Background: an optimization exercise with open tools, aiming at small area, a short achievable clock period and few clock cycles. Do not read the settings as production practice. At most, simulation tests tie the RTL to the original design; equivalence was not proved. For run 2, only the layout was checked, not whether the RTL still works. Power figures rest on the tool's default switching activity, not on a simulated workload.

`flow/config.mk`:
```
export PLATFORM = sky130hd
export DESIGN_NAME = top
export DESIGN_NICKNAME = top
export VERILOG_FILES = /design/flow/design.v
export SDC_FILE = /design/flow/constraint.sdc
export NUM_CORES = 8
export LEC_CHECK = 0
export CAP_MARGIN = 20
export CORE_MARGIN = 2
export CORE_UTILIZATION = 55
export CTS_CLUSTER_DIAMETER = 80
export CTS_CLUSTER_SIZE = 25
export PLACE_DENSITY = 0.7
export SETUP_SLACK_MARGIN = 3.7
export SLEW_MARGIN = 20
export SYNTH_HIERARCHICAL = 1
export SYNTH_MINIMUM_KEEP_SIZE = 0
```
`flow/constraint.sdc`:
```
create_clock -name core_clock -period 6.5 [get_ports {clk_i}]
set_input_delay 1.3000 -clock core_clock [delete_from_list [all_inputs] [get_ports {clk_i}]]
set_output_delay 1.3000 -clock core_clock [all_outputs]
set_load 0.01 [all_outputs]
```
`flow/design.v`:
```
module top (
    input         clk_i,
    input         rst_i,
    input  [7:0]  addr_i,
    input  [31:0] data_i,
    input         wr_vi,
    output [31:0] data_o
);
wire       op_w  = wr_vi & ~addr_i[7] & ~addr_i[6];  
wire       op_x  = wr_vi & ~addr_i[7] &  addr_i[6];  
wire       op_c  = wr_vi &  addr_i[7] & ~addr_i[6];  
wire       op_st = wr_vi &  addr_i[7] &  addr_i[6];  
wire       op_rd = addr_i[7] & ~addr_i[6];           
wire [3:0] a     = addr_i[3:0];
wire       clr   = ~rst_i;                           
reg [8:0] W [16];
reg [8:0] X [16];
reg [15:0] xv;
reg        pok;
wire       fast = pok & (&xv);
reg        rc;
reg [4:0]  rn;
reg        rc_op;           
wire       rc_clr = rc & (rn == 5'd2);
wire       vst    = rc & (rn == 5'd19);
reg [7:1] q;
always_ff @(posedge clk_i or negedge rst_i)
    if (!rst_i) begin
        q   <= '0;
        rc  <= 1'b0;
        rn  <= '0;
        xv  <= '0;
        pok <= 1'b1;
    end else begin
        q <= {q[6:1], (op_st & fast) | vst};
        if (op_st & ~fast) begin
            rc <= 1'b1;
            rn <= '0;
        end else if (rc) begin
            rn <= rn + 5'd1;
            if (vst) rc <= 1'b0;
        end
        if (q[1]) begin
            xv  <= '0;
            pok <= 1'b1;
        end else if (op_x) begin
            xv[a] <= 1'b1;
            if (xv[a]) pok <= 1'b0;
        end else if (op_w) begin
            if (|(xv & (16'hF << {a[3:2], 2'b00}))) pok <= 1'b0;
        end
    end
wire idle_next = ~(op_st | rc | q[1] | q[2] | q[3] | q[4] | q[5] | q[6]);
always_ff @(posedge clk_i)
    for (int n = 0; n < 16; n++) begin
        if (clr | (op_w & a == n)) W[n] <= data_i[8:0] & {9{rst_i}};
        if (clr | (op_x & a == n)) X[n] <= data_i[8:0] & {9{rst_i}};
    end
reg [3:0] ri_oh, rk_oh;         
always_ff @(posedge clk_i or negedge rst_i)
    if (!rst_i) begin
        rc_op <= 1'b0;
        ri_oh <= '0;
        rk_oh <= '0;
    end else begin
        logic [3:0] n;
        logic       nx;
        n  = 4'(rn - 5'd2);         
        nx = rc & (rn >= 5'd2) & (rn <= 5'd17);
        rc_op <= nx;
        ri_oh <= nx ? 4'b1 << n[3:2] : 4'd0;
        rk_oh <= nx ? 4'b1 << n[1:0] : 4'd0;
    end
function automatic logic [14:0] booth_enc(input logic [8:0] b);
    logic [10:0] bx;
    logic [14:0] r;
    bx = {b[8], b, 1'b0};
    for (int t = 0; t < 5; t++) begin
        r[3*t+2] = bx[2*t+2];
        r[3*t+1] = bx[2*t+1] ^ bx[2*t];
        r[3*t]   = (bx[2*t+2] & ~bx[2*t+1] & ~bx[2*t]) | (~bx[2*t+2] & bx[2*t+1] & bx[2*t]);
    end
    booth_enc = r;
endfunction
wire [3:0] oh_i = (op_x ? 4'b1 << a[3:2] : 4'd0) | ri_oh;
wire [3:0] oh_k = (op_x ? 4'b1 << a[1:0] : 4'd0) | rk_oh;
logic [8:0] roww [4];
logic [8:0] xval;
always_comb begin
    xval = '0;
    for (int e = 0; e < 4; e++) begin
        logic [8:0] rx;
        roww[e] = '0;
        rx = '0;
        for (int r = 0; r < 4; r++) begin
            roww[e] = roww[e] | (W[4*r+e] & {9{oh_i[r]}});
            rx = rx | (X[4*r+e] & {9{ri_oh[r]}});
        end
        xval = xval | (rx & {9{rk_oh[e]}});
    end
end
reg        sa_v;
reg [9:0]  sa_d;
reg [14:0] sa_bd [4];      
reg [3:0]  sa_k;           
always_ff @(posedge clk_i or negedge rst_i)
    if (!rst_i) sa_v <= 1'b0;
    else        sa_v <= op_x | rc_op;
always_ff @(posedge clk_i) begin
    logic [8:0] d;
    d = rc_op ? xval : data_i[8:0];
    sa_d <= {d[8], d};
    sa_k <= oh_k;
    for (int m = 0; m < 4; m++) begin
        logic [8:0] b;
        b = '0;
        for (int e = 0; e < 4; e++)
            b = b | (roww[e] & {9{oh_k[(m - e) & 3]}});
        sa_bd[m] <= booth_enc(b);
    end
end
function automatic logic [39:0] mul_cs(input logic [9:0] d, input logic [14:0] bd);
    logic [19:0] rows [5];
    logic [19:0] nk;
    logic [19:0] s1, c1, s2, c2, s3, c3, s4, c4;
    nk = 20'hAAC00;                        
    for (int t = 0; t < 5; t++) begin
        logic [10:0] xm, rw;
        xm = bd[3*t+1] ? {d[9], d} : bd[3*t] ? {d, 1'b0} : 11'd0;
        rw = xm ^ {11{bd[3*t+2]}};
        rw[10] = ~rw[10];
        rows[t] = 20'(rw) << (2*t);
        nk[2*t] = bd[3*t+2];
    end
    s1 = rows[0] ^ rows[1] ^ rows[2];
    c1 = ((rows[0] & rows[1]) | (rows[0] & rows[2]) | (rows[1] & rows[2])) << 1;
    s2 = rows[3] ^ rows[4] ^ nk;
    c2 = ((rows[3] & rows[4]) | (rows[3] & nk) | (rows[4] & nk)) << 1;
    s3 = s1 ^ c1 ^ s2;
    c3 = ((s1 & c1) | (s1 & s2) | (c1 & s2)) << 1;
    s4 = s3 ^ c3 ^ c2;
    c4 = ((s3 & c3) | (s3 & c2) | (c3 & c2)) << 1;
    mul_cs = {s4, c4};
endfunction
function automatic logic [3:0] lane_addr(input int m, input int e);
    lane_addr = 4'(4 * ((m - e) & 3) + e);
endfunction
reg [19:0] P [16];
reg [31:0] C [16];
reg        sb_v, sc_v;
reg [19:0] sb_s  [4];
reg [19:0] sb_c  [4];
reg [3:0]  sb_k;
reg [19:0] sc_p  [4];     
reg [3:0]  sc_k;
reg [19:0] pr    [4];     
logic [20:0] lsum [4];    
reg   [1:0]  adj  [4];    
logic [11:0] chsel [4];   
reg [3:0]  rsel;
reg        fwd;
reg        crdl, cwrl, chil, pzl;
reg [3:0]  crdv, cwrv, chiv;
always_ff @(posedge clk_i or negedge rst_i)
    if (!rst_i) begin
        sb_v <= 1'b0;
        sc_v <= 1'b0;
    end else begin
        sb_v <= sa_v;
        sc_v <= sb_v;
    end
always_ff @(posedge clk_i) begin
    logic [3:0] ri;
    ri = |q[4:1] ? q[4:1] : sa_k;
    rsel <= ri;
    fwd  <= sb_v && ri == sb_k;
    crdl <= |q[4:1];
    crdv <= q[4:1];
    cwrl <= |q[5:2];
    cwrv <= q[5:2];
    chil <= |q[6:3];
    chiv <= q[6:3];
    pzl  <= |q[5:2] | rc_clr;
    sb_k <= sa_k;
    sc_k <= sb_k;
end
wire [39:0] msc [4];
wire [19:0] bsum [4];
wire [20:0] lsw [4];
wire [11:0] hiw [4];
for (genvar g = 0; g < 4; g++) begin : g_lane
    mul_cs_m u_mul (.d(sa_d), .bd(sa_bd[g]), .sc(msc[g]));
    add20_m  u_b2  (.a(sb_s[g]), .b(sb_c[g]), .s(bsum[g]));
    add21_m  u_l   (.a(pr[g]), .b(sc_p[g]), .s(lsw[g]));
    hiadj_m  u_h   (.ch(chsel[g]), .adj(adj[g]), .s(hiw[g]));
end
always_ff @(posedge clk_i)
    for (int m = 0; m < 4; m++) begin
        logic [39:0] sc;
        logic [19:0] pv, cv;
        sc = msc[m];
        sb_s[m] <= sc[39:20];
        sb_c[m] <= sc[19:0];
        pv = '0;
        cv = '0;
        for (int e = 0; e < 4; e++) begin
            pv = pv | (P[lane_addr(m, e)] & {20{rsel[e]}});
            cv = cv | (C[lane_addr(m, e)][19:0] & {20{crdv[e]}});
        end
        sc_p[m] <= crdl ? cv : bsum[m];
        pr[m]   <= fwd ? lsum[m][19:0] : pv;
    end
always_comb
    for (int m = 0; m < 4; m++)
        lsum[m] = lsw[m];
always_ff @(posedge clk_i)
    for (int m = 0; m < 4; m++)
        adj[m] <= {~lsum[m][20] & pr[m][19], lsum[m][20] & ~pr[m][19]};
always_ff @(posedge clk_i)
    for (int m = 0; m < 4; m++)
        for (int e = 0; e < 4; e++)
            if (clr | pzl & (cwrv[e] | ~cwrl) | (sc_v & sc_k[e]))
                P[lane_addr(m, e)] <= lsum[m][19:0] & {20{rst_i & ~pzl}};
always_ff @(posedge clk_i)
    for (int m = 0; m < 4; m++) begin
        logic [19:0] dlo;
        logic [11:0] dhi;
        dlo = cwrl ? lsum[m][19:0] : data_i[19:0] & {20{rst_i}};
        dhi = chil ? hiw[m] : data_i[31:20] & {12{rst_i}};
        for (int e = 0; e < 4; e++) begin
            if (clr | cwrv[e] | (op_c && a == lane_addr(m, e)))
                C[lane_addr(m, e)][19:0] <= dlo;
            if (clr | chiv[e] | (op_c && a == lane_addr(m, e)))
                C[lane_addr(m, e)][31:20] <= dhi;
        end
    end
always_comb
    for (int m = 0; m < 4; m++) begin
        chsel[m] = '0;
        for (int e = 0; e < 4; e++)
            chsel[m] = chsel[m] | (C[lane_addr(m, e)][31:20] & {12{chiv[e]}});
    end
reg [31:0] dout;
always_ff @(posedge clk_i)
    dout <= op_rd ? C[a] : {31'd0, idle_next};
assign data_o = dout;
endmodule
module mul_cs_m (input [9:0] d, input [14:0] bd, output [39:0] sc);
    logic [19:0] rows [5];
    logic [19:0] nk;
    logic [19:0] s1, c1, s2, c2, s3, c3, s4, c4;
    always_comb begin
        nk = 20'hAAC00;                    
        for (int t = 0; t < 5; t++) begin
            logic [10:0] xm, rw;
            xm = bd[3*t+1] ? {d[9], d} : bd[3*t] ? {d, 1'b0} : 11'd0;
            rw = xm ^ {11{bd[3*t+2]}};
            rw[10] = ~rw[10];
            rows[t] = 20'(rw) << (2*t);
            nk[2*t] = bd[3*t+2];
        end
        s1 = rows[0] ^ rows[1] ^ rows[2];
        c1 = ((rows[0] & rows[1]) | (rows[0] & rows[2]) | (rows[1] & rows[2])) << 1;
        s2 = rows[3] ^ rows[4] ^ nk;
        c2 = ((rows[3] & rows[4]) | (rows[3] & nk) | (rows[4] & nk)) << 1;
        s3 = s1 ^ c1 ^ s2;
        c3 = ((s1 & c1) | (s1 & s2) | (c1 & s2)) << 1;
        s4 = s3 ^ c3 ^ c2;
        c4 = ((s3 & c3) | (s3 & c2) | (c3 & c2)) << 1;
    end
    assign sc = {s4, c4};
endmodule
module add20_m (input [19:0] a, input [19:0] b, output [19:0] s);
    assign s = a + b;
endmodule
module add21_m (input [19:0] a, input [19:0] b, output [20:0] s);
    assign s = {1'b0, a} + {1'b0, b};
endmodule
module hiadj_m (input [11:0] ch, input [1:0] adj, output [11:0] s);
    assign s = adj[1] ? ch - 12'd1 : adj[0] ? ch + 12'd1 : ch;
endmodule
```
`flow/run.sh`:
```
#!/bin/bash
# synth_recipe.tcl (not shown) runs the flow's synth.tcl, then flattens the netlist and writes it again
# the make line also repeats each setting of config.mk as NAME=value (left out here)
make -C /OpenROAD-flow-scripts/flow DESIGN_CONFIG=/design/flow/config.mk WORK_HOME=/design/flow/orfs CLKGATE_MAP_FILE= SYNTH_SCRIPT=/design/flow/synth_recipe.tcl finish
```
==> results list, run 1 <==
* Status: finished clean
* I/O pin total: 75
- In this run, CTS created clock tree buffers numbering 86.
- Walking the worst path, the cells encountered are buf_8 > buf_16 > nor2b_4 > buf_4 > nand2_4 > o21ai_4.
* Initial drt markers: 8,971
* Setup TNS after final layout: 0 ns
- Commonest cells after routing, fill and taps aside: 1,120 x sky130_fd_sc_hd__edfxtp_1, 749 x sky130_fd_sc_hd__a22oi_1, 529 x sky130_fd_sc_hd__nand2_1, 386 x sky130_fd_sc_hd__dfxtp_1, 278 x sky130_fd_sc_hd__ha_1
* Root buffer selected by CTS: sky130_fd_sc_hd__clkbuf_16
* Max cap viols: 0
- The first global-routing pass estimated 374,000 um of wire.
- Normalized max-slew margin: 17.9%
- Detailed placement ended at an HPWL of 170,000 um.
- Post-synthesis to final-layout area growth: 11.5%
- Internal Power: 27.0 mW
* Synthesized cell area: 78,600 um^2
- The worst-case IR drop observed on VDD is 307 uV.
- Share of power burned in combinational logic: 50.5%
* H-tree depth reported by CTS: 3
- The routed design uses 37,500 um of met3 wire.
- Path class of the lowest-slack min-delay path: register to register
- Top sig layer: met5
- Measured along the y axis, the die boundary spans 382 um.
* Relative contribution of sequential cells to total power: 36.4%
- The via count of the first global-routing pass is 54.7k.
- Crit-path slowest cell: sky130_fd_sc_hd__o21ai_4
- At the pin with the least slew margin, the transition time is 1.23 ns.
* Clock tree from TritonCTS: built
* Wire length after detailed routing: 266,000 um
- Sum of met2 wire segment lengths after detailed routing: 114,000 um
- # clock sinks: 1,613
- STA classifies the critical path endpoint as a register.
* Fraction of power spent switching nets: 44.1%
- Highest cell delay on the worst timing path: 0.68 ns
- Counting flops with a built-in enable in the synthesized netlist gives 1,120.
- Entering global routing, the biggest net connects 84 pins.
- Remaining routing DRC violations: 0
- The clock arrives with 0.0729 ns of skew.
- After detailed routing, the number of vias per cell comes to 6.96.
- Synthesis produced a netlist whose cell count is 6,568.
- At the worst endpoint, the required time is 6.85 ns.
- Die X-Extent: 382 um
- Floorplan Core Area: 142,000 um^2
- Critical path fanouts, max: 10
- DRT Pass-1 Iters: 9
- Synthesized area per cell: 12.0 um^2
- Share of async-settable or async-resettable flops after synthesis: 2.54%
- Dividing the detail-routed wire length by the instance count gives 31.3 um.
* Starting Density: 55.4%
- For the worst setup path, the data arrival time is 3.25 ns.
- Counting tap cells, the placed design contains a total of 8,202 instances.
- Setup repair after global routing could not meet its margin everywhere.
* Leakage power of the design: 32.9 nW
- Most frequent standard cell in the layout excluding fill and tap cells: sky130_fd_sc_hd__edfxtp_1
- Yosys mapped the design onto 93 distinct sky130hd cell types.
- Post-DRT Antenna Nets: 0
* Global-route usage over all layers: 34.9%
- Routed via count: 59.2k
- Excluding fillers, the count of instances in the completed layout stands at 8,510.
- Period utilization: 44.6%
- Port buffering added 72 buffers.
- Top FF cell, synth: sky130_fd_sc_hd__edfxtp_1
* Clock insertion delay at the later pin of the skew report: 0.76 ns
* Initial antenna violation count: 18
- The floorplan has 138 rows.
- Clock tree buffer depth: 3
- The post-route netlist has 13.9% of its cells at a drive strength greater than 1.
- The max-slew violation total from the final report came to 0.
- Worst setup slack for register-to-register paths: 3.70 ns
- The final number of hold-violating endpoints is 0.
- The total overflow left after global routing is 0.
- Number of setup violations in the final report: 0
* Launching element type of the critical path: primary input
* Ys Warns: 35
* Quantity of hold-fixing buffers added after cts: 0
* Critical path class: primary input to register
* Clk pwr share: 13.1%
- Reported net switching power: 21.3 mW
* Fill cell total of the finished layout: 10.8k
* Routed metal-1 wire length: 97,200 um
- For this run, the top clock speed supported by timing is 0.345 GHz.
* Final critical-path required period: 2.90 ns
- Power spread over the standard cell area amounts to 551 nW/um^2.
* FF+latch count, synth: 1,613
* Post-synthesis sequential area ratio: 55.6%
- # nets final: 6,972
* Area of the die: 146,000 um^2
- The congestion estimate from routability-driven global placement came to 0.969.
* Clock Pin Slew Worst Setup and Hold Paths: 0.10 ns
-- critical path: cells and delay by family --
kind                   cells  cell delay [ns]
buffers and inverters      3             0.61
AND/OR/NAND/NOR            2             0.61
AO/OA/AOI/OAI              1             0.68
-- synth_stat cells, types with 59 or more instances --
library cell | n | area [um^2]
sky130_fd_sc_hd__mux2_2 | 104 | 1170
sky130_fd_sc_hd__nor2b_1 | 59 | 369
sky130_fd_sc_hd__and2_1 | 130 | 813
sky130_fd_sc_hd__a22o_1 | 175 | 1530
sky130_fd_sc_hd__nor2_1 | 217 | 815
sky130_fd_sc_hd__a21oi_1 | 240 | 1200
sky130_fd_sc_hd__xor2_1 | 150 | 1310
sky130_fd_sc_hd__ha_1 | 285 | 3570
sky130_fd_sc_hd__xnor2_1 | 255 | 2230
sky130_fd_sc_hd__clkbuf_1 | 298 | 1120
sky130_fd_sc_hd__buf_2 | 78 | 390
sky130_fd_sc_hd__nand2_1 | 565 | 2120
sky130_fd_sc_hd__a31oi_1 | 121 | 757
sky130_fd_sc_hd__nand3_1 | 85 | 425
sky130_fd_sc_hd__dfxtp_1 | 452 | 9050
sky130_fd_sc_hd__inv_1 | 192 | 721
sky130_fd_sc_hd__fa_1 | 104 | 2080
sky130_fd_sc_hd__edfxtp_1 | 1120 | 33600
sky130_fd_sc_hd__a22oi_1 | 759 | 5700
sky130_fd_sc_hd__o21ai_0 | 328 | 1640
-- metal layers --
| layer | global-route usage [%] | up-vias |
|---|---|---|
| met5 | 0.0331 | - |
| met1 | 46.0 | 29000 |
| met2 | 51.8 | 4435 |
| met3 | 10.6 | 866 |
| met4 | 18.8 | 4 |
| li1 | - | 24900 |
-- power groups by stage --
stage	combinational, mW	clock [mW]	sequential (mW)
after floorplan	15.7	0	16.2
after global placement	22.1	0	17.5
after detailed placement	22.5	0	17.6
after CTS	23.3	6.34	17.4
after global routing	26.3	6.68	17.8
final	24.4	6.35	17.6
-- logic make-up (layout without fill, tap and decap cells) --
logic type	count (synthesis)	count (layout)	synth area share, %
flip-flops	1613	1613	55.6
other	9	45	0.0430
adder cells (fa/ha/maj)	389	389	7.19
AND/OR/NAND/NOR	1269	1274	7.71
XOR/XNOR	405	405	4.51
multiplexers	186	186	2.91
AO/OA/AOI/OAI	2058	2071	18.6
buffers and inverters	639	637	3.39
-- cell type report --
cell class	instances	area, um^2	area share, %
Tap cell	1890	2360	2.70
Timing Repair Buffer	277	3170	3.62
Timing Repair inverter	3	20.0	0.0228
Clock inverter	38	470	0.537
Antenna cell	9	22.5	0.0257
Clock buffer	121	2380	2.71
Multi-Input combinational cell	4361	34600	39.5
Sequential cell	1613	43900	50.0
Inverter	198	773	0.882
-- registers in the layout (all words and copies together) (netlist names), 56 cells and up --
register  cells
C           512
P           320
W           144
X           144
pr           80
sb_c         80
sb_s         80
sc_p         80
sa_bd        56
-- final timing paths --
kind / startpoint / to / cells past startpoint
worst max-delay path: addr_i[3] / C[4][0] / 6
worst min-delay path: q[5] / chiv[3] / 0
worst max register to register: pr[2][0] / C[15][14] / 8
worst min register to register: q[5] / chiv[3] / 0
max in group asynchronous: rst_i / ri_oh[1] / 2
min in group asynchronous: rst_i / sc_v / 1
-- per-stage QoR --
stage	total power, mW	util, %	instance area, um^2	setup WS (ns)	hold slack [ns]
floorplan	31.9	-	80200	3.39	0.331
detailed placement	40.2	57.5	81600	1.46	0.337
finish	48.3	61.8	87600	3.60	0.369
global placement	39.6	57.5	81600	1.43	0.334
CTS	47.1	61.0	86400	3.61	0.359
global route	50.8	61.8	87600	3.64	0.381
-- what timing repair did --
item | 4_1_cts | 5_1_grt
endpoints found under the setup margin | 1755 | 424
pin swaps | 43 | 23
resized for setup | 298 | 156
cloned | 24 | 10
setup buffers | 67 | 39
-- modules after synthesis, one instance, submodules excluded --
module	cells inside	flip-flops and latches
mul_cs_m	262	0
hiadj_m	61	0
add21_m	142	0
top	4180	1613
add20_m	132	0
Testbench counts, summed over its fixed seeds: cycles 13,056.
==> run 2, diff against run 1 <==
--- a/flow/design.v
+++ b/flow/design.v
@@ -87,4 +87,9 @@
 logic [8:0] roww [4];
 logic [8:0] xval;
+logic [143:0] wflat;
+wire  [59:0]  opd;
+always_comb
+    for (int n = 0; n < 16; n++) wflat[9*n +: 9] = W[n];
+opsel_m u_opsel (.w(wflat), .oh_i(oh_i), .oh_k(oh_k), .bd(opd));
 always_comb begin
     xval = '0;
@@ -112,11 +117,6 @@
     sa_d <= {d[8], d};
     sa_k <= oh_k;
-    for (int m = 0; m < 4; m++) begin
-        logic [8:0] b;
-        b = '0;
-        for (int e = 0; e < 4; e++)
-            b = b | (roww[e] & {9{oh_k[(m - e) & 3]}});
-        sa_bd[m] <= booth_enc(b);
-    end
+    for (int m = 0; m < 4; m++)
+        sa_bd[m] <= opd[15*m +: 15];
 end
 function automatic logic [39:0] mul_cs(input logic [9:0] d, input logic [14:0] bd);
@@ -242,6 +242,11 @@
     end
 reg [31:0] dout;
+logic [511:0] cflat;
+wire  [31:0]  dnext;
+always_comb
+    for (int n = 0; n < 16; n++) cflat[32*n +: 32] = C[n];
+rdmux_m u_rd (.c(cflat), .rd(op_rd), .a(a), .idle(idle_next), .d(dnext));
 always_ff @(posedge clk_i)
-    dout <= op_rd ? C[a] : {31'd0, idle_next};
+    dout <= dnext;
 assign data_o = dout;
 endmodule
@@ -280,2 +285,41 @@
     assign s = adj[1] ? ch - 12'd1 : adj[0] ? ch + 12'd1 : ch;
 endmodule
+module opsel_m (input [143:0] w, input [3:0] oh_i, input [3:0] oh_k, output [59:0] bd);
+    function automatic logic [14:0] benc(input logic [8:0] b);
+        logic [10:0] bx;
+        logic [14:0] r;
+        bx = {b[8], b, 1'b0};
+        for (int t = 0; t < 5; t++) begin
+            r[3*t+2] = bx[2*t+2];
+            r[3*t+1] = bx[2*t+1] ^ bx[2*t];
+            r[3*t]   = (bx[2*t+2] & ~bx[2*t+1] & ~bx[2*t]) | (~bx[2*t+2] & bx[2*t+1] & bx[2*t]);
+        end
+        benc = r;
+    endfunction
+    logic [8:0]  roww [4];
+    logic [59:0] r;
+    always_comb begin
+        for (int e = 0; e < 4; e++) begin
+            roww[e] = '0;
+            for (int i = 0; i < 4; i++)
+                roww[e] = roww[e] | (w[9*(4*i+e) +: 9] & {9{oh_i[i]}});
+        end
+        for (int m = 0; m < 4; m++) begin
+            logic [8:0] b;
+            b = '0;
+            for (int e = 0; e < 4; e++)
+                b = b | (roww[e] & {9{oh_k[(m - e) & 3]}});
+            r[15*m +: 15] = benc(b);
+        end
+    end
+    assign bd = r;
+endmodule
+module rdmux_m (input [511:0] c, input rd, input [3:0] a, input idle, output [31:0] d);
+    logic [31:0] v;
+    always_comb begin
+        v = '0;
+        for (int n = 0; n < 16; n++)
+            v = v | (c[32*n +: 32] & {32{a == n}});
+    end
+    assign d = rd ? v : {31'd0, idle};
+endmodule
==> run 2 against run 1 <==
Sequential share of layout area is 0.31 points lower. Synthesized cell count up 0.72%. Flip-flop and latch count is 4 higher. Still clean. Critical path depth increased by 1. Clock-buffer cell count is 5 higher. Largest cell class unchanged. Power increased by 3.3%. Final cell count increased by 0.76%. Clock power up 3%.
==> results list, run 2 <==
* Status: finished clean
- Leakage power of the design: 33.2 nW (+0.87%)
* Clock tree from TritonCTS: built
- Clock Skew: 0.0454 ns (-0.0274 ns)
* Setup repair after global routing missed its margin: true
* Power density of the placed cells: 564 nW/um^2 (+2.4%)
* Maximum number of pins on one net before global-route repair: 80 (-4.8%)
- The total number of yosys warnings came to 38 (+8.6%).
* Worst-margin pin slew: 1.34 ns (+0.110 ns)
* Avg WL per Cell: 31.7 um (+1.1%)
- The worst slew margin relative to its limit is 10.1% (-7.8 points).
* Biggest area consumer among synthesized cells: sky130_fd_sc_hd__edfxtp_1
- Number of setup violations in the final report: 0 (unchanged)
- The overall die area came to 148,000 um^2 (+1.2%).
* Dominant cell by count in the synthesized netlist: sky130_fd_sc_hd__edfxtp_1
- The mean post-synth cell area came to 12.0 um^2 (+0.49%).
- In the synthesized netlist the dominant register cell turns out to be sky130_fd_sc_hd__edfxtp_1.
- Crit-path slowest cell: sky130_fd_sc_hd__nor2b_2
* Leading registers by flop count: C: 512 flops, P: 320 flops
* Routed via count: 58.8k (-0.75%)
- Share of post-route cells with drive strength above 1: 15.6% (+1.8 points)
- # placed instances: 8,235 (+0.40%)
* Die Y-Extent: 384 um (+0.60%)
- The cell count after synthesis was 6,615 (+0.72%).
- H-tree depth reported by CTS: 3 (unchanged)
* Last element of the critical path: dout[9]
- Period utilization: 45.2% (+0.65 points)
- The die boundary width is 384 um (+0.60%).
- In this run the critical register-to-register path is captured at sc_p[1][13].
- Design Power: 49.8 mW (+3.3%)
* Number of global-route vias before repair: 54.2k (-0.87%)
* Vias per cell: 6.85 (-1.5%)
* Clock buffer count from CTS: 88 (+2.3%)
- The maximum clock insertion buffer count came to 3 (unchanged).
- The first-pass GRT wire length is 375,000 um (+0.13%).
- The final number of hold-violating endpoints is 0 (unchanged).
* Number of unique standard cell types used by synthesis: 114 (+23%)
- Launching element type of the critical path: primary input
* Most frequent cells after synthesis: 1,120 x sky130_fd_sc_hd__edfxtp_1, 744 x sky130_fd_sc_hd__a22oi_1, 613 x sky130_fd_sc_hd__nand2_1
* Highest Clock Rate: 0.340 GHz (-1.4%)
- The instance count along the most critical hold path came to 0 (unchanged).
- Count of standard-cell rows: 139 (+0.72%)
* Remaining routing DRC violations: 0 (unchanged)
* Global-route usage over all layers: 34.7% (-0.15 points)
- Path class of the lowest-slack min-delay path: register to register
* Max cap viols: 0 (unchanged)
- Number of flip-flops in the largest register: 512 (unchanged)
* Total overflow reported by the global router: 0 (unchanged)
* Initial drt markers: 8,422 (-6.1%)
* Clock insertion delay at the later pin of the skew report: 0.77 ns (about the same)
- # nets final: 7,018 (+0.66%)
- Critical path endpoint category: register
- The library cells used most frequently in the layout, excluding fill and tap cells, are 1,120 x sky130_fd_sc_hd__edfxtp_1, 710 x sky130_fd_sc_hd__a22oi_1, 554 x sky130_fd_sc_hd__nand2_1, 382 x sky130_fd_sc_hd__dfxtp_1, 277 x sky130_fd_sc_hd__ha_1.
- Max-slew violation count: 0 (unchanged)
* Fraction of post-synthesis cell area in the top cell type by area: 42.3% (-0.51 points)
- Worst EP required: 7.15 ns (+0.30 ns)
* Setup TNS after final layout: 0 ns (unchanged)
- The tree is rooted in a sky130_fd_sc_hd__clkbuf_16.
- The post-synthesis async set-or-reset flop share was 2.54% (-0.0063 points).
- I/O pin total: 75 (unchanged)
* Starting Density: 55.4% (about the same)
- The signal on the critical path passes through buf_16 > buf_6 > nor2b_2 > buf_4 > a22oi_1 > o22ai_1 > o41a_1.
- Data arrival, critical path: 3.59 ns (+0.34 ns)
- The part of the Yosys area used for sequential elements was 55.1% (-0.56 points).
* Highest cell delay on the worst timing path: 0.82 ns (+0.14 ns)
- The number of optimization iterations in the first detailed-route pass is 9 (unchanged).
- The non-filler instance count after layout is 8,575 (+0.76%).
- The fill cell instance count of the final layout is 11.2k (+2.9%).
- The clock slew seen by the registers of the worst setup and hold paths is 0.10 ns (about the same).
- The depth of the most critical reg-to-reg path came to 7 (-1).
- Most frequent standard cell in the layout excluding fill and tap cells: sky130_fd_sc_hd__edfxtp_1
* Post-DRT Antenna Nets: 0 (unchanged)
* Launching point of the worst reg2reg path: sb_s[1][1]
- Synthesized cell area: 79,500 um^2 (+1.2%)
* FF+latch count, synth: 1,617 (+0.25%)
* Worst setup slack for register-to-register paths: 3.62 ns (-0.08 ns)
- Total of buffers placed on input and output ports: 72 (unchanged)
- Gp weighted congestion: 1.01 (+4.5%)
- Post-synthesis to final-layout area growth: 11.2%
- Number of flops mapped to enable cells by yosys: 1,120 (unchanged)
* Final critical-path required period: 2.94 ns (+0.0425 ns)
- # clock sinks: 1,617 (+0.25%)
- The most critical setup path has its startpoint at addr_i[3].
- Worst IR Drop VDD: 377 uV (+23%)
* Wire length after detailed routing: 272,000 um (+1.9%)
* Critical path fanouts, max: 37 (+27)
* Top reg by flops: C
- Leading cell types by total area after synthesis: sky130_fd_sc_hd__edfxtp_1 42%, sky130_fd_sc_hd__dfxtp_1 11%, sky130_fd_sc_hd__a22oi_1 7.0%, sky130_fd_sc_hd__ha_1 4.5%, sky130_fd_sc_hd__xnor2_1 2.9%
- The worst setup path is of the primary input to register kind.
* Half-perimeter wire length of the detailed placement result: 176,000 um (+3.4%)
* Initial antenna violation count: 21 (+3)
- The standard cell core area was 143,000 um^2 (+1.2%).
-- run 2: cell types whose count changed in the layout (fill, tap and decap cells not counted), moves of 23 or more --
cell / delta
sky130_fd_sc_hd__a21oi_1: -32
sky130_fd_sc_hd__a22o_1: -23
sky130_fd_sc_hd__buf_4: +36
sky130_fd_sc_hd__a22oi_2: +29
sky130_fd_sc_hd__o21ai_0: -81
sky130_fd_sc_hd__nor2_1: -39
sky130_fd_sc_hd__a222oi_1: -26
sky130_fd_sc_hd__nand2_1: +25
sky130_fd_sc_hd__o21ai_4: -66
sky130_fd_sc_hd__a22oi_1: -39
sky130_fd_sc_hd__o21ai_1: +52
sky130_fd_sc_hd__nand2_2: +27
sky130_fd_sc_hd__mux2_2: +23
-- run 2: power by group --
part	total (mW)	internal, mW	leakage (nW)	switching [mW]
sequential	17.4	15.2	15.7	2.20
combinational	25.9	9.44	16.0	16.4
clock	6.53	2.87	1.45	3.67
total	49.8	27.5	33.2	22.3
-- run 2: repair_timing --
action,in CTS,in global routing
cloned,8,23
hold buffers,0,0
setup endpoints to repair,1733,992
pin swaps,33,49
setup buffers,61,72
gates resized for setup,295,280
-- run 2: layer usage --
layer | global-route usage [%] | wire (um) | up-vias | share of wire (%)
met5 | 0 | 129 | - | 0.048
met2 | 52.1 | 117000 | 4019 | 43
li1 | - | - | 25100 | -
met1 | 44.5 | 98100 | 28600 | 36
met3 | 10.2 | 34200 | 1041 | 13
met4 | 21.3 | 21800 | 18 | 8.0
-- run 2: worst min-delay path by stage --
stage	from	end
2_1_floorplan	sa_k[2]	sb_k[2]
3_3_place_gp	sa_v	sb_v
3_5_place_dp	sa_v	sb_v
4_1_cts	sb_k[0]	sc_k[0]
5_1_grt	sb_k[0]	sc_k[0]
6_report	sb_k[0]	sc_k[0]
-- run 2: cell type report --
| class | count | area, um^2 | share of cell area, % |
|---|---|---|---|
| Antenna cell | 11 | 27.5 | 0.0311 |
| Clock buffer | 126 | 2470 | 2.80 |
| Clock inverter | 39 | 519 | 0.587 |
| Inverter | 191 | 739 | 0.836 |
| Multi-Input combinational cell | 4369 | 34800 | 39.3 |
| Sequential cell | 1617 | 44000 | 49.7 |
| Tap cell | 1903 | 2380 | 2.69 |
| Timing Repair Buffer | 319 | 3540 | 4.00 |
-- run 2: worst max-delay path: cells and delay by family --
family          cells  cell delay, ns
compound gates      3            0.61
buf+inv             3            0.80
simple gates        1            0.82
-- run 2: per-module statistics from Yosys (local to each module, per instance) --
module | flops+latches | cells inside | copies in the design
top | 1617 | 3252 | 1
rdmux_m | 0 | 645 | 1
opsel_m | 0 | 310 | 1
mul_cs_m | 0 | 270 | 4
add21_m | 0 | 142 | 4
add20_m | 0 | 132 | 4
hiadj_m | 0 | 58 | 4
-- run 2: cell families after synthesis --
logic type | synth area share (%)
DFF | 55.1
muxes | 3.30
xor gates and xnor gates | 4.47
adders and majority gates | 7.10
buffers and inverters | 3.76
AOI/OAI and AO/OA | 18.1
and+or+nand+nor | 8.21
other | 0.0425
-- run 2: metrics by stage --
stage | setup WS, ns | utilization, % | hold WS [ns] | cell area, um^2
6_report | 3.56 | 61.6 | 0.344 | 88400
5_1_grt | 3.59 | 61.6 | 0.360 | 88400
4_1_cts | 3.49 | 60.0 | 0.351 | 86200
3_5_place_dp | 1.72 | 56.8 | 0.350 | 81500
3_3_place_gp | 1.76 | 56.8 | 0.345 | 81500
2_1_floorplan | 3.37 | - | 0.323 | 79900
==> run 3, diff against run 2 <==
--- a/flow/design.v
+++ b/flow/design.v
@@ -318,8 +318,8 @@
     logic [31:0] v;
     always_comb begin
-        v = '0;
+        v = {31'd0, idle & ~rd};
         for (int n = 0; n < 16; n++)
-            v = v | (c[32*n +: 32] & {32{a == n}});
+            v = v | (c[32*n +: 32] & {32{rd && a == n}});
     end
-    assign d = rd ? v : {31'd0, idle};
+    assign d = v;
 endmodule
==> run 3 against run 2 <==
Power is 1.5% lower. Routed wire length is 4.7% lower. Hold slack better by 0.026 ns. Sequential power about the same. Clock power fell by 0.6%. Synthesized cell count down 1.5%. Sequential share of layout area grew 0.86 points. Largest cell class unchanged. Largest power group unchanged.
==> results list, run 3 <==
- The post-layout utilization of the core was 61.4% (-0.23 points).
- The number of buffers added on ports came to 72 (unchanged).
* Post-synthesis cell count: 6,518 (-1.5%)
* Die X-Extent: 382 um (-0.63%)
- The number of flip-flops under the largest register name was 512 (unchanged).
- Wire length after detailed routing: 259,000 um (-4.7%)
- The standard cell core area was 142,000 um^2 (-1.3%).
* Launching element type of the critical path: primary input
- Grouping stages by cell kind, the critical path spends the most delay in simple AND/OR/NAND/NOR gates.
- The part of the Yosys area used for sequential elements is 55.8% (+0.71 points).
- The transition time of the tightest slew-check pin came to 1.20 ns (-0.145 ns).
- The power density over cell area came to 565 nW/um^2 (+0.22%).
- The worst slew margin relative to its limit is 20.2% (+10 points).
- Cells along the critical path: buf_2 > nor2b_4 > buf_8 > nor2b_2 > nand2_1 > o22ai_1 > a211oi_1 > o211ai_1
* Biggest area consumer among synthesized cells: sky130_fd_sc_hd__edfxtp_1
- Initial antenna violation count: 19 (-9.5%)
- The fill cell instance count of the final layout came to 11.1k (-0.47%).
- Path class of the lowest-slack min-delay path: register to register
- Remaining routing DRC violations: 0 (unchanged)
* Critical path class: primary input to register
- Number of flops mapped to enable cells by yosys: 1,120 (unchanged)
* Crit-path slowest cell: sky130_fd_sc_hd__nand2_1
- Highest cell delay on the worst timing path: 0.48 ns (-0.34 ns)
* Synthesized cell area: 78,500 um^2 (-1.3%)
- FF+latch count, synth: 1,617 (unchanged)
* Top FF cell, synth: sky130_fd_sc_hd__edfxtp_1
- The maximum fanout encountered on the critical timing path was 20 (-46%).
- The leakage power total came to 32.9 nW (-0.75%).
- Setup repair after global routing could not meet its margin everywhere.
- Avg WL per Cell: 30.6 um (-3.4%)
* Status: finished clean
* # nets final: 6,924 (-1.3%)
- The area of combinational cells with multiple inputs was 33,800 um^2 (-2.9%).
- The final global-route overflow total came to 0 (unchanged).
- Post-DRT Antenna Nets: 0 (unchanged)
- The maximum VDD drop was 285 uV (-24%).
* First-pass GRT wire length: 367,000 um (-2.1%)
* Total count of hold-check failures in the final report: 0 (unchanged)
* Clock insertion delay at the later pin of the skew report: 0.75 ns (-0.02 ns)
- Clock Pin Slew Worst Setup and Hold Paths: 0.10 ns (about the same)
- Clock Skew: 0.0364 ns (-0.00902 ns)
- Initial drt markers: 7,366 (-13%)
- Count of standard-cell rows: 138 (-0.72%)
- The post-synthesis async set-or-reset flop share is 2.54% (unchanged).
- DRT Pass-1 Iters: 7 (-2)
- H-tree depth reported by CTS: 3 (unchanged)
- The required time reported for the critical path endpoint came to 7.15 ns (about the same).
* Commonest cells after routing, fill and taps aside: 1,120 x sky130_fd_sc_hd__edfxtp_1, 748 x sky130_fd_sc_hd__a22oi_1, 566 x sky130_fd_sc_hd__nand2_1, 381 x sky130_fd_sc_hd__dfxtp_1, 273 x sky130_fd_sc_hd__ha_1
- Starting Density: 55.5% (about the same)
- Clock buffer count from CTS: 87 (-1.1%)
- The sink count of the clock tree is 1,617 (unchanged).
- The proportion of netlist area held by the largest area contributor was 42.8% (+0.54 points).
- Critical path endpoint category: register
* Register area: 44,000 um^2 (unchanged)
- Relative to the synthesized area, the layout overhead comes to 10.7%.
- Maximum number of pins on one net before global-route repair: 77 (-3.8%)
- Setup TNS after final layout: 0 ns (unchanged)
- Most frequent standard cell in the layout excluding fill and tap cells: sky130_fd_sc_hd__edfxtp_1
* Quantity of hold-fixing buffers added after cts: 0 (unchanged)
- The maximum clock insertion buffer count is 3 (unchanged).
- The post-route fraction of the period consumed by the critical path is 44.3% (-0.99 points).
* Leading cell types by total area after synthesis: sky130_fd_sc_hd__edfxtp_1 43%, sky130_fd_sc_hd__dfxtp_1 12%, sky130_fd_sc_hd__a22oi_1 7.3%, sky130_fd_sc_hd__ha_1 4.5%, sky130_fd_sc_hd__nand2_1 2.9%
* Die Y-Extent: 382 um (-0.63%)
- The overall die area is 146,000 um^2 (-1.3%).
- The total number of yosys warnings came to 38 (unchanged).
- The cell sitting at the root of the clock tree is a sky130_fd_sc_hd__clkbuf_16.
- Number of buffer and inverter stages on the critical path: 2 (-1)
- Among all cell types in the netlist, the one instantiated most often is sky130_fd_sc_hd__edfxtp_1.
- The via count of the routed design was 56.8k (-3.3%).
* Max cap viols: 0 (unchanged)
- Global-route usage over all layers: 34.2% (-0.55 points)
- The largest registers in the layout are C: 512 flops, P: 320 flops.
* Final critical-path required period: 2.88 ns (-0.0643 ns)
- Max-slew violation count: 0 (unchanged)
- Half-perimeter wire length of the detailed placement result: 172,000 um (-2.5%)
- The arrival time reported for the critical path endpoint came to 3.52 ns (-0.07 ns).
- Number of unique standard cell types used by synthesis: 108 (-5.3%)
- The maximum clock frequency is 0.348 GHz (+2.2%).
- I/O pin total: 75 (unchanged)
- The weighted congestion at the end of routability-driven global placement was 0.984 (-2.8%).
* Top reg by flops: C
- The mean post-synth cell area is 12.0 um^2 (+0.20%).
* Number of global-route vias before repair: 53.2k (-1.9%)
* Vias per cell: 6.71 (-2.1%)
* Share of post-route cells with drive strength above 1: 14.4% (-1.2 points)
- TritonCTS built the clock tree.
- The commonest cells after synthesis are 1,120 x sky130_fd_sc_hd__edfxtp_1, 766 x sky130_fd_sc_hd__a22oi_1, 614 x sky130_fd_sc_hd__nand2_1.
* Number of setup violations in the final report: 0 (unchanged)
==> run 3: cell types whose count changed after synthesis, sizes merged, moves of 12 or more <==
cell,before,now
buf,204,179
mux2i,77,101
nor2,194,217
a22oi,749,771
a32oi,26,4
a31oi,139,118
mux2,129,111
nand4,40,53
xnor2,264,252
xor2,141,153
==> run 3: path summary, 6_finish.rpt <==
path / cells after the start / to / from / slack [ns]
max in group asynchronous: 2 / xv[10] / rst_i / 4.89
worst min-delay path: 0 / sc_v / sb_v / 0.37
min in group asynchronous: 1 / ri_oh[1] / rst_i / 0.56
worst max register to register: 8 / sc_p[3][17] / sb_s[3][6] / 3.66
worst min register to register: 0 / sc_v / sb_v / 0.37
worst max-delay path: 8 / dout[23] / addr_i[7] / 3.62
==> run 3: layer usage <==
metal / wire (um) / track usage, % / up-vias
met5: 112 / 0 / -
met1: 94900 / 44.2 / 27900
li1: - / - / 24600
met2: 115000 / 51.9 / 3458
met4: 20400 / 21.5 / 18
met3: 28600 / 8.22 / 839
==> run 3: cell type report <==
class	count	share of cell area, %
Sequential cell	1617	50.6
Tap cell	1890	2.72
Multi-Input combinational cell	4299	38.8
Clock inverter	36	0.586
Inverter	190	0.838
Antenna cell	12	0.0346
Timing Repair Buffer	297	3.57
Clock buffer	124	2.82
==> run 3: repair_timing <==
item,in CTS,in global routing
gates cloned,12,8
gates resized for setup,321,224
setup buffers,65,46
endpoints found under the setup margin,1740,586
pin swaps,25,40
==> run 3: logic make-up (layout without fill, tap and decap cells) <==
| logic type | Yosys count | count (layout) | share of synthesized area, % |
|---|---|---|---|
| compound gates | 1908 | 1914 | 17.6 |
| flops | 1617 | 1617 | 55.8 |
| simple gates | 1347 | 1350 | 8.19 |
| buf+inv | 622 | 647 | 3.53 |
| xor+xnor | 405 | 405 | 4.53 |
| fa+ha+maj | 389 | 389 | 7.19 |
| mux | 221 | 221 | 3.15 |
| other cells | 9 | 32 | 0.0430 |
==> run 3: metrics by stage <==
step	worst slack [ns]	power, mW	instances	hold WS [ns]	area [um^2]
after global placement	1.50	39.8	8162	0.357	80700
after detailed placement	1.59	40.3	8162	0.358	80700
after CTS	3.65	47.7	8399	0.368	85500
final	3.62	49.1	8465	0.369	86900
after global routing	3.65	51.7	8460	0.378	86900
after floorplan	3.37	31.8	6529	0.323	78900
==> run 3: per-module statistics from Yosys, one instance, submodules excluded <==
module	cells	cell area, um^2
hiadj_m	61	400
rdmux_m	536	3920
add20_m	132	1000
mul_cs_m	270	2100
opsel_m	310	2200
add21_m	142	1010
top	3252	54300
==> run 3: power by group <==
group,internal (mW),switching (mW),total [mW]
Clock,2.89,3.59,6.49
Sequential,15.2,2.11,17.3
Combinational,9.17,16.1,25.3
Total,27.3,21.8,49.1
Testbench counts of run 3, summed over its fixed seeds: cycles 13,056.
==> run 4, diff against run 3 <==
--- a/flow/design.v
+++ b/flow/design.v
@@ -85,5 +85,4 @@
 wire [3:0] oh_i = (op_x ? 4'b1 << a[3:2] : 4'd0) | ri_oh;
 wire [3:0] oh_k = (op_x ? 4'b1 << a[1:0] : 4'd0) | rk_oh;
-logic [8:0] roww [4];
 logic [8:0] xval;
 logic [143:0] wflat;
@@ -91,15 +90,12 @@
 always_comb
     for (int n = 0; n < 16; n++) wflat[9*n +: 9] = W[n];
-opsel_m u_opsel (.w(wflat), .oh_i(oh_i), .oh_k(oh_k), .bd(opd));
+opsel_m u_opsel (.w(wflat), .oh_i(oh_i), .bd(opd));
 always_comb begin
     xval = '0;
     for (int e = 0; e < 4; e++) begin
         logic [8:0] rx;
-        roww[e] = '0;
         rx = '0;
-        for (int r = 0; r < 4; r++) begin
-            roww[e] = roww[e] | (W[4*r+e] & {9{oh_i[r]}});
+        for (int r = 0; r < 4; r++)
             rx = rx | (X[4*r+e] & {9{ri_oh[r]}});
-        end
         xval = xval | (rx & {9{rk_oh[e]}});
     end
@@ -144,5 +140,5 @@
 endfunction
 function automatic logic [3:0] lane_addr(input int m, input int e);
-    lane_addr = 4'(4 * ((m - e) & 3) + e);
+    lane_addr = 4'(4 * m + e);
 endfunction
 reg [19:0] P [16];
@@ -285,5 +281,5 @@
     assign s = adj[1] ? ch - 12'd1 : adj[0] ? ch + 12'd1 : ch;
 endmodule
-module opsel_m (input [143:0] w, input [3:0] oh_i, input [3:0] oh_k, output [59:0] bd);
+module opsel_m (input [143:0] w, input [3:0] oh_i, output [59:0] bd);
     function automatic logic [14:0] benc(input logic [8:0] b);
         logic [10:0] bx;
@@ -297,20 +293,13 @@
         benc = r;
     endfunction
-    logic [8:0]  roww [4];
     logic [59:0] r;
-    always_comb begin
-        for (int e = 0; e < 4; e++) begin
-            roww[e] = '0;
-            for (int i = 0; i < 4; i++)
-                roww[e] = roww[e] | (w[9*(4*i+e) +: 9] & {9{oh_i[i]}});
-        end
+    always_comb
         for (int m = 0; m < 4; m++) begin
             logic [8:0] b;
             b = '0;
-            for (int e = 0; e < 4; e++)
-                b = b | (roww[e] & {9{oh_k[(m - e) & 3]}});
+            for (int i = 0; i < 4; i++)
+                b = b | (w[9*(4*i+m) +: 9] & {9{oh_i[i]}});
             r[15*m +: 15] = benc(b);
         end
-    end
     assign bd = r;
 endmodule
--- a/flow/config.mk
+++ b/flow/config.mk
@@ -8,5 +8,5 @@
 export CAP_MARGIN = 20
 export CORE_MARGIN = 2
-export CORE_UTILIZATION = 55
+export CORE_UTILIZATION = 50
 export CTS_CLUSTER_DIAMETER = 80
 export CTS_CLUSTER_SIZE = 25
==> run 4 against run 3 <==
Die area is 9.1% higher. Flip-flop and latch count stayed put. Power is 3.3% higher. Final cell count is 0.40% lower. Sequential power is 2% higher. First-iteration DRC count is 4.7% lower. Utilization is 5.7 points lower. Combinational power is 4% higher. Critical endpoint is now dout[5].
==> results list, run 4 <==
* Floorplan Core Area: 154,000 um^2 (+9.1%)
- The maximum clock frequency is 0.342 GHz (-1.5%).
- The run finished with no timing, DRC or antenna violations.
* Global-route usage over all layers: 30.4% (-3.8 points)
- Hold Path End: sb_k[1]
* Max-slew violation count: 0 (unchanged)
- Launching point of the worst reg2reg path: cwrv[0]
- Total of buffers placed on input and output ports: 72 (unchanged)
- Data arrival, critical path: 3.62 ns (+0.10 ns)
- The power density over cell area was 590 nW/um^2 (+4.4%).
* Quantity of hold-fixing buffers added after cts: 0 (unchanged)
- Count of standard-cell rows: 144 (+4.3%)
- Post-DRT Antenna Nets: 0 (unchanged)
- Share of post-route cells with drive strength above 1: 13.4% (-1.0 points)
- Summed over all instances, the cell type with the most area after synthesis is sky130_fd_sc_hd__edfxtp_1.
- Launching element type of the critical path: primary input
- Most frequent standard cell in the layout excluding fill and tap cells: sky130_fd_sc_hd__edfxtp_1
* Synthesized cell area: 77,900 um^2 (-0.76%)
- Worst EP required: 7.20 ns (+0.05 ns)
* Area of the die: 159,000 um^2 (+9.1%)
- The switching share of power came to 44.8% (+0.36 points).
- Share of power burned in combinational logic: 51.9% (+0.4 points)
- Reported net switching power: 22.7 mW (+4.1%)
* Clock insertion delay at the later pin of the skew report: 0.77 ns (+0.02 ns)
- The fraction of power consumed by sequential logic came to 34.9% (-0.4 points).
- Setup repair after global routing missed its margin: true
* Clock buffer count from CTS: 91 (+4.6%)
- The number of flip-flops under the largest register name is 512 (unchanged).
* Die X-Extent: 399 um (+4.4%)
- Wire length after detailed routing: 250,000 um (-3.3%)
- Clk pwr share: 13.2% (about the same)
- Top reg by flops: C
- The post-synthesis async set-or-reset flop share is 2.54% (unchanged).
- The pin count of the biggest net entering global routing is 64 (-17%).
- The average wire per standard cell came to 29.7 um (-3.0%).
- The instance count along the most critical hold path came to 0 (unchanged).
- In the post-synthesis netlist, the cell with the most instances is sky130_fd_sc_hd__edfxtp_1.
- The cell sitting at the root of the clock tree is a sky130_fd_sc_hd__clkbuf_16.
* Post-synthesis to final-layout area growth: 10.3%
* DRT Pass-1 Iters: 11 (+4)
* Critical path class: primary input to register
- The worst setup path is captured at a register.
- Starting Density: 50.5% (-5.0 points)
* Worst setup slack for register-to-register paths: 3.67 ns (about the same)
- Worst IR Drop VDD: 296 uV (+3.9%)
- The overall power consumption was 50.7 mW (+3.3%).
* Remaining routing DRC violations: 0 (unchanged)
- H-tree depth reported by CTS: 3 (unchanged)
- The minimum clock period after layout was 2.92 ns (+0.0445 ns).
- The half-perimeter wire length after placement was 164,000 um (-4.8%).
- The net count reported at finish was 6,736 (-2.7%).
- Hold Crit Start: sa_k[1]
- The min-delay analysis places its worst path in the category register to register.
- Initial antenna violation count: 15 (-4)
- After synthesis, the most frequently instantiated cells are 1,120 x sky130_fd_sc_hd__edfxtp_1, 747 x sky130_fd_sc_hd__a22oi_1, 565 x sky130_fd_sc_hd__nand2_1.
* Critical path fanouts, max: 49 (+150%)
* # clock sinks: 1,617 (unchanged)
- Total overflow reported by the global router: 0 (unchanged)
- The worst slew margin relative to its limit is 15.0% (-5.2 points).
* Clock tree from TritonCTS: built
* Leading registers by flop count: C: 512 flops, P: 320 flops
- The final number of hold-violating endpoints was 0 (unchanged).
- The part of the Yosys area used for sequential elements was 56.2% (+0.43 points).
* Vias per cell: 6.56 (-2.3%)
- The mean post-synth cell area is 12.2 um^2 (+1.5%).
- Commonest cells after routing, fill and taps aside: 1,120 x sky130_fd_sc_hd__edfxtp_1, 743 x sky130_fd_sc_hd__a22oi_1, 521 x sky130_fd_sc_hd__nand2_1, 387 x sky130_fd_sc_hd__dfxtp_1, 276 x sky130_fd_sc_hd__ha_1
* Initial drt markers: 7,023 (-4.7%)
* Fraction of post-synthesis cell area in the top cell type by area: 43.2% (+0.33 points)
* Clock Pin Slew Worst Setup and Hold Paths: 0.10 ns (about the same)
- Max cap viols: 0 (unchanged)
- The number of top-level pins is 75 (unchanged).
* Clock tree buffer depth: 3 (unchanged)
- Number of global-route vias before repair: 52.2k (-1.7%)
- The post-synthesis register bit count is 1,617 (unchanged).
- Worst-margin pin slew: 1.27 ns (+0.0756 ns)
* First-pass GRT wire length: 355,000 um (-3.3%)
- The total negative slack for setup checks was 0 ns (unchanged).
- Leading cell types by total area after synthesis: sky130_fd_sc_hd__edfxtp_1 43%, sky130_fd_sc_hd__dfxtp_1 12%, sky130_fd_sc_hd__a22oi_1 7.2%, sky130_fd_sc_hd__ha_1 4.6%, sky130_fd_sc_hd__xnor2_1 2.9%
- Top FF cell, synth: sky130_fd_sc_hd__edfxtp_1
* Routed via count: 55.3k (-2.7%)
- Terminus of the critical flop-to-flop path: sc_p[1][3]
- Post-synthesis cell count: 6,373 (-2.2%)
- The internal power is 28.0 mW (+2.6%).
- Worst-case reg-to-reg path depth: 3 (-5)
* Leakage power of the design: 32.4 nW (-1.7%)
* Number of unique standard cell types used by synthesis: 108 (unchanged)
- The number of flops mapped to enable cells by yosys came to 1,120 (unchanged).
- The total number of yosys warnings came to 35 (-7.9%).
- Clock Skew: 0.0564 ns (+0.0200 ns)
- The chip height was 399 um (+4.4%).
* Number of setup violations in the final report: 0 (unchanged)
- The post-route fraction of the period consumed by the critical path was 44.9% (+0.69 points).
- The weighted congestion at the end of routability-driven global placement came to 1.01 (+2.8%).
-- run 4: worst max path at each step --
stage / from / to / slack (ns) / depth (start not counted)
4_1_cts: wr_vi / C[9][29] / 3.59 / 5
2_1_floorplan: addr_i[6] / W[10][0] / 3.50 / 4
6_report: addr_i[1] / dout[5] / 3.58 / 6
3_3_place_gp: addr_i[6] / dout[31] / 1.80 / 8
3_5_place_dp: addr_i[6] / dout[15] / 1.77 / 9
5_1_grt: sb_s[1][0] / sc_p[1][18] / 3.64 / 9
-- run 4: area by class of cell --
cell class	instances	area [um^2]
fill	12500	68400
sequential	1617	43900
multi-input combinational	4169	33100
tap	2044	2560
timing repair buffer	240	2520
clock buffer	123	2510
inverter	185	694
clock inverter	48	669
antenna	5	12.5
-- run 4: worst max-delay path, cell delays in order --
cell and delay [ns]:
sky130_fd_sc_hd__buf_8 0.36, sky130_fd_sc_hd__nor2b_4 1.13, sky130_fd_sc_hd__a22oi_1 0.31, sky130_fd_sc_hd__o22ai_1 0.24, sky130_fd_sc_hd__nor3_1 0.07, sky130_fd_sc_hd__o2111ai_1 0.08
-- run 4: stage by stage --
stage / instance area (um^2) / setup WS (ns) / hold slack, ns / std cells / utilization [%]
floorplan: 78100 / 3.50 / 0.323 / 6384 / -
global placement: 80100 / 1.80 / 0.341 / 8169 / 51.9
detailed placement: 80100 / 1.77 / 0.340 / 8170 / 51.9
CTS: 84900 / 3.59 / 0.357 / 8391 / 55.0
global route: 86000 / 3.64 / 0.371 / 8427 / 55.7
finish: 86000 / 3.58 / 0.358 / 8431 / 55.7
-- run 4: layer usage --
layer / GRT usage [%] / vias up / wire length (um)
li1: - / 24000 / -
met1: 38.7 / 27000 / 92200
met2: 45.9 / 3415 / 109000
met5: 0.242 / - / 284
met3: 9.37 / 805 / 30300
met4: 17.4 / 20 / 18300
-- run 4: cell families (layout without fill, tap and decap cells) --
group | Yosys count | after routing | share of synthesized area [%]
AOI/OAI and AO/OA | 1852 | 1860 | 17.4
DFF | 1617 | 1617 | 56.2
and+or+nand+nor | 1275 | 1278 | 7.82
buffers and inverters | 609 | 596 | 3.60
xor gates and xnor gates | 405 | 405 | 4.56
adders and majority gates | 389 | 389 | 7.25
muxes | 217 | 217 | 3.12
other | 9 | 25 | 0.0434
-- run 4: power by group through the flow --
stage	sequential [mW]	combinational, mW	clock, mW
after detailed placement	17.7	24.3	0
final	17.7	26.3	6.71
after global placement	17.6	23.9	0
after global routing	18.0	28.7	7.09
after CTS	17.5	25.2	6.74
after floorplan	16.4	16.8	0
-- run 4: per-module statistics from Yosys (local to each module, per instance) --
module    cell area, um^2  flops+latches  cells inside
rdmux_m              3920              0           536
hiadj_m               400              0            61
mul_cs_m             2090              0           262
add21_m              1010              0           142
opsel_m              1650              0           197
add20_m              1000              0           132
top                 54300           1617          3252
-- run 4: repair_timing --
action,4_1_cts,5_1_grt
buffers inserted,41,28
cloned,9,7
setup endpoints to repair,1914,1122
resized for setup,326,198
pin swaps,21,30
Testbench counts of run 4, summed over its fixed seeds: cycles 13,056.
==> run 5, diff against run 4 <==
--- a/flow/config.mk
+++ b/flow/config.mk
@@ -8,5 +8,5 @@
 export CAP_MARGIN = 20
 export CORE_MARGIN = 2
-export CORE_UTILIZATION = 50
+export CORE_UTILIZATION = 60
 export CTS_CLUSTER_DIAMETER = 80
 export CTS_CLUSTER_SIZE = 25
==> run 5 against run 4 <==
Setup slack worse by 0.010 ns. Combinational power about the same. Via count up 1.2%. Still clean. Final area down 1.3%. Final cell count down 3.6%. Highest routed layer unchanged. Sequential share of layout area up 0.63 points. Fmax down 0.35%. Clock-buffer cell count up 4.
==> results list, run 5 <==
* Gp weighted congestion: 1.02 (+0.90%)
* Critical path fanouts, max: 47 (-4.1%)
- Avg WL per Cell: 30.8 um (+3.9%)
- The final global-route overflow total is 0 (unchanged).
* Reported net switching power: 22.5 mW (-0.75%)
- The combinational cell fraction of total power was 52.9% (+1.0 points).
- Fraction of post-synthesis cell area in the top cell type by area: 43.2% (unchanged)
* Power density of the placed cells: 590 nW/um^2 (about the same)
- The via count of the routed design came to 56.0k (+1.2%).
* Maximum number of pins on one net before global-route repair: 81 (+27%)
- Total of buffers placed on input and output ports: 72 (unchanged)
- The die boundary width came to 364 um (-8.6%).
- The net count reported at finish is 6,744 (+0.12%).
* Post-DRT Antenna Nets: 0 (unchanged)
- STA classifies the critical path endpoint as a register.
- Post-synthesis to final-layout area growth: 8.96%
- The required time reported for the critical path endpoint is 6.85 ns (-0.35 ns).
- In the final layout, the registers with the most flip-flops are C: 512 flops, P: 320 flops.
- Clk pwr share: 11.8% (-1.4 points)
* Starting Density: 60.3% (+9.9 points)
- FF+latch count, synth: 1,617 (unchanged)
* Number of global-route vias before repair: 52.3k (+0.13%)
- H-tree depth reported by CTS: 3 (unchanged)
- Post-synthesis cell count: 6,373 (unchanged)
* Initial drt markers: 8,510 (+21%)
- The final number of hold-violating endpoints came to 0 (unchanged).
- The max-slew violation total from the final report was 0 (unchanged).
* Initial antenna violation count: 25 (+10)
* Share of post-route cells with drive strength above 1: 12.9% (-0.48 points)
* Synthesized area per cell: 12.2 um^2 (unchanged)
- The leakage power total came to 32.1 nW (-0.85%).
- Launching element type of the critical path: primary input
- Share of async-settable or async-resettable flops after synthesis: 2.54% (unchanged)
- Post-synthesis sequential area ratio: 56.2% (unchanged)
- The clock latency on the worst-skew pair is 0.76 ns (about the same).
* Max cap viols: 0 (unchanged)
- The internal power came to 27.6 mW (-1.6%).
- The critical path is of the primary input to register type.
* Status: finished clean
- Count of standard-cell rows: 132 (-8.3%)
* Fraction of power spent switching nets: 45.0% (+0.22 points)
- Clock buffer count from CTS: 81 (-11%)
- The sink count of the clock tree came to 1,617 (unchanged).
- Ranked by instance count, the synthesized netlist is headed by 1,120 x sky130_fd_sc_hd__edfxtp_1, 747 x sky130_fd_sc_hd__a22oi_1, 565 x sky130_fd_sc_hd__nand2_1.
* Vias per cell: 6.89 (+5.0%)
- Worst-margin pin slew: 1.17 ns (-0.104 ns)
- Path class of the lowest-slack min-delay path: register to register
- Worst IR Drop VDD: 354 uV (+20%)
- The biggest area contributor in the post-synthesis netlist is sky130_fd_sc_hd__edfxtp_1.
- The number of flip-flops under the largest register name came to 512 (unchanged).
* Relative contribution of sequential cells to total power: 35.3% (+0.4 points)
* Data arrival, critical path: 3.29 ns (-0.33 ns)
- The worst hold slack across all endpoints is 0.372 ns (+0.0137 ns).
- The fill cell instance count of the final layout came to 9,613 (-23%).
- The post-route fraction of the period consumed by the critical path was 45.1% (+0.16 points).
* Half-perimeter wire length of the detailed placement result: 164,000 um (+0.33%)
- Top reg by flops: C
- Number of unique standard cell types used by synthesis: 108 (unchanged)
- Area of the die: 133,000 um^2 (-17%)
- In the post-synthesis netlist, the cell with the most instances is sky130_fd_sc_hd__edfxtp_1.
- The number of setup violations in the final report was 0 (unchanged).
* Clock tree buffer depth: 3 (unchanged)
- Highest Clock Rate: 0.341 GHz (-0.35%)
- TritonCTS built the clock tree.
- Register area: 43,900 um^2 (about the same)
- The final clock skew came to 0.0619 ns (+0.00553 ns).
- Normalized max-slew margin: 21.8% (+6.8 points)
- Leaving out fill and tap cells, the most frequent cell in the layout is sky130_fd_sc_hd__edfxtp_1.
- For this run, the leading register cell type out of synthesis is sky130_fd_sc_hd__edfxtp_1.
- Clock Pin Slew Worst Setup and Hold Paths: 0.10 ns (about the same)
* Wire length after detailed routing: 251,000 um (+0.15%)
* Die Y-Extent: 364 um (-8.6%)
- The quantity of hold-fixing buffers added after cts was 0 (unchanged).
- The number of optimization iterations in the first detailed-route pass was 7 (-4).
- Global-route usage over all layers: 36.6% (+6.3 points)
- The final routed DRC violation total was 0 (unchanged).
* Leading cell types by total area after synthesis: sky130_fd_sc_hd__edfxtp_1 43%, sky130_fd_sc_hd__dfxtp_1 12%, sky130_fd_sc_hd__a22oi_1 7.2%, sky130_fd_sc_hd__ha_1 4.6%, sky130_fd_sc_hd__xnor2_1 2.9%
- Area taken by multi-input logic gates: 33,000 um^2 (-0.37%)
* Commonest cells after routing, fill and taps aside: 1,120 x sky130_fd_sc_hd__edfxtp_1, 740 x sky130_fd_sc_hd__a22oi_1, 522 x sky130_fd_sc_hd__nand2_1, 396 x sky130_fd_sc_hd__dfxtp_1, 273 x sky130_fd_sc_hd__ha_1
* Setup TNS after final layout: 0 ns (unchanged)
* Ys Warns: 35 (unchanged)
* Design Power: 50.1 mW (-1.2%)
- The number of flops mapped to enable cells by yosys was 1,120 (unchanged).
- Final critical-path required period: 2.93 ns (+0.0103 ns)
* I/O pin total: 75 (unchanged)
- Setup repair after global routing missed its margin: true
- Synthesized cell area: 77,900 um^2 (unchanged)
- The tree is rooted in a sky130_fd_sc_hd__clkbuf_16.
- First-pass GRT wire length: 354,000 um (-0.15%)
- The standard cell core area came to 129,000 um^2 (-16%).
[run 5: changes by cell type in the layout (fill, tap and decap cells not counted), sizes merged]
cell,previous run,this run
inv,212,197
clkinv,18,8
nor2b,57,56
bufinv,2,0
dlygate4sd2,26,29
nor2,222,221
diode,5,10
clkbuf,131,134
nand3,104,105
clkdlybuf4s15,4,3
buf,169,187
[run 5: per-stage QoR]
stage | area (um^2) | setup WS (ns) | instances | util, %
after floorplan | 78100 | 3.50 | 6384 | -
after global placement | 79800 | 1.85 | 7883 | 61.8
after detailed placement | 79800 | 1.83 | 7883 | 61.8
after CTS | 83700 | 3.47 | 8071 | 64.8
after global routing | 84900 | 3.59 | 8120 | 65.7
final | 84900 | 3.57 | 8129 | 65.7
[run 5: area by class of cell]
type	count	area share, %
diodes	10	0.0295
clock buffers	127	2.70
clock inverters	21	0.284
inverters	185	0.818
multi-input cells	4168	38.8
flip-flops and latches	1617	51.7
well taps	1742	2.57
repair buffers	259	3.05
[run 5: logic make-up (layout without fill, tap and decap cells)]
| kind of cell | after synthesis | count (layout) | share of synthesized area, % |
|---|---|---|---|
| adder cells (fa/ha/maj) | 389 | 389 | 7.25 |
| AND/OR/NAND/NOR | 1275 | 1277 | 7.82 |
| buffers and inverters | 609 | 592 | 3.60 |
| other | 9 | 30 | 0.0434 |
| XOR/XNOR | 405 | 405 | 4.56 |
| flip-flops | 1617 | 1617 | 56.2 |
| AO/OA/AOI/OAI | 1852 | 1860 | 17.4 |
| multiplexers | 217 | 217 | 3.12 |
[run 5: worst paths after layout]
| path | from | to | slack (ns) | depth (start not counted) |
|---|---|---|---|---|
| worst max-delay path | rst_i | P[1][11] | 3.57 | 4 |
| worst min-delay path | sa_v | sb_v | 0.37 | 0 |
| worst max register to register | sb_s[3][6] | sc_p[3][9] | 3.61 | 7 |
| worst min register to register | sa_v | sb_v | 0.37 | 0 |
| max in group asynchronous | rst_i | xv[2] | 4.83 | 2 |
| min in group asynchronous | rst_i | xv[9] | 0.56 | 1 |
[run 5: critical path: stages]
cell                      delay, ns
sky130_fd_sc_hd__buf_6         0.25
sky130_fd_sc_hd__nor2b_4       0.26
sky130_fd_sc_hd__a21oi_4       0.48
sky130_fd_sc_hd__a21o_2        0.91
[run 5: per-module statistics from Yosys (local to each module, per instance)]
module    cells inside  flip-flops and latches  area [um^2]
add20_m            132                       0         1000
hiadj_m             61                       0          400
rdmux_m            536                       0         3920
add21_m            142                       0         1010
mul_cs_m           262                       0         2090
top               3252                    1617        54300
opsel_m            197                       0         1650
[run 5: repair_timing]
item | CTS | global route
gates cloned | 9 | 7
hold endpoints to repair | 0 | 0
setup endpoints to repair | 1544 | 937
setup buffers | 31 | 41
pin swaps | 19 | 27
resized for setup | 301 | 172
[run 5: power groups by stage]
stage,logic [mW],clock network [mW],registers [mW]
after CTS,25.3,5.93,17.5
after global routing,28.7,6.27,17.9
final,26.5,5.92,17.7
after global placement,24.0,0,17.6
after floorplan,16.8,0,16.4
after detailed placement,24.5,0,17.7
[run 5: layer usage]
metal  vias to the layer above  wire, um  GRT usage (%)
met5                         -       204              0
met4                        16     17500           20.2
met3                       802     33600           11.4
met2                      3733    109000           55.6
met1                     27400     90000           47.0
li1                      24000         -              -

-- what the ideal ports hide --
How much do the figures lean on ideal ports? The routed layouts below were timed once more, with nothing changed but the port constraints.
Step 1 (the two cells are an assumption about what drives the block):
set clk [get_ports {clk_i}]
set_driving_cell -lib_cell sky130_fd_sc_hd__clkbuf_16 $clk
set_driving_cell -lib_cell sky130_fd_sc_hd__buf_2 [delete_from_list [all_inputs] $clk]
Step 2, shift: input delay + t, output delay - t, t = (earliest + latest rising clock arrival at the registers) / 2. This alone moves slack from input paths to output paths.
Slacks: no drivers / after step 1 / after step 2; pairs: no drivers / after step 1.
run | t (ns) | setup slack, ns | clock arrival spread, ns | worst register clock-pin slew, ns | pins driven straight from the clock port
run 1 | 0.806 | 3.601 / 3.614 / 2.808 | 0.078 / 0.078 | 0.11 / 0.11 | 1
run 2 | 0.832 | 3.559 / 3.346 / 2.514 | 0.054 / 0.054 | 0.11 / 0.11 | 1
run 3 | 0.808 | 3.623 / 3.469 / 2.661 | 0.063 / 0.063 | 0.11 / 0.11 | 1
run 4 | 0.828 | 3.579 / 3.611 / 2.783 | 0.069 / 0.069 | 0.11 / 0.11 | 1
run 5 | 0.800 | 3.568 / 3.608 / 2.811 | 0.063 / 0.063 | 0.11 / 0.11 | 1
After both steps setup and hold are still met in every run listed. For run 2, which loses most, drivers alone change the setup slack by -0.213 ns; drivers and shift together by -1.045 ns.
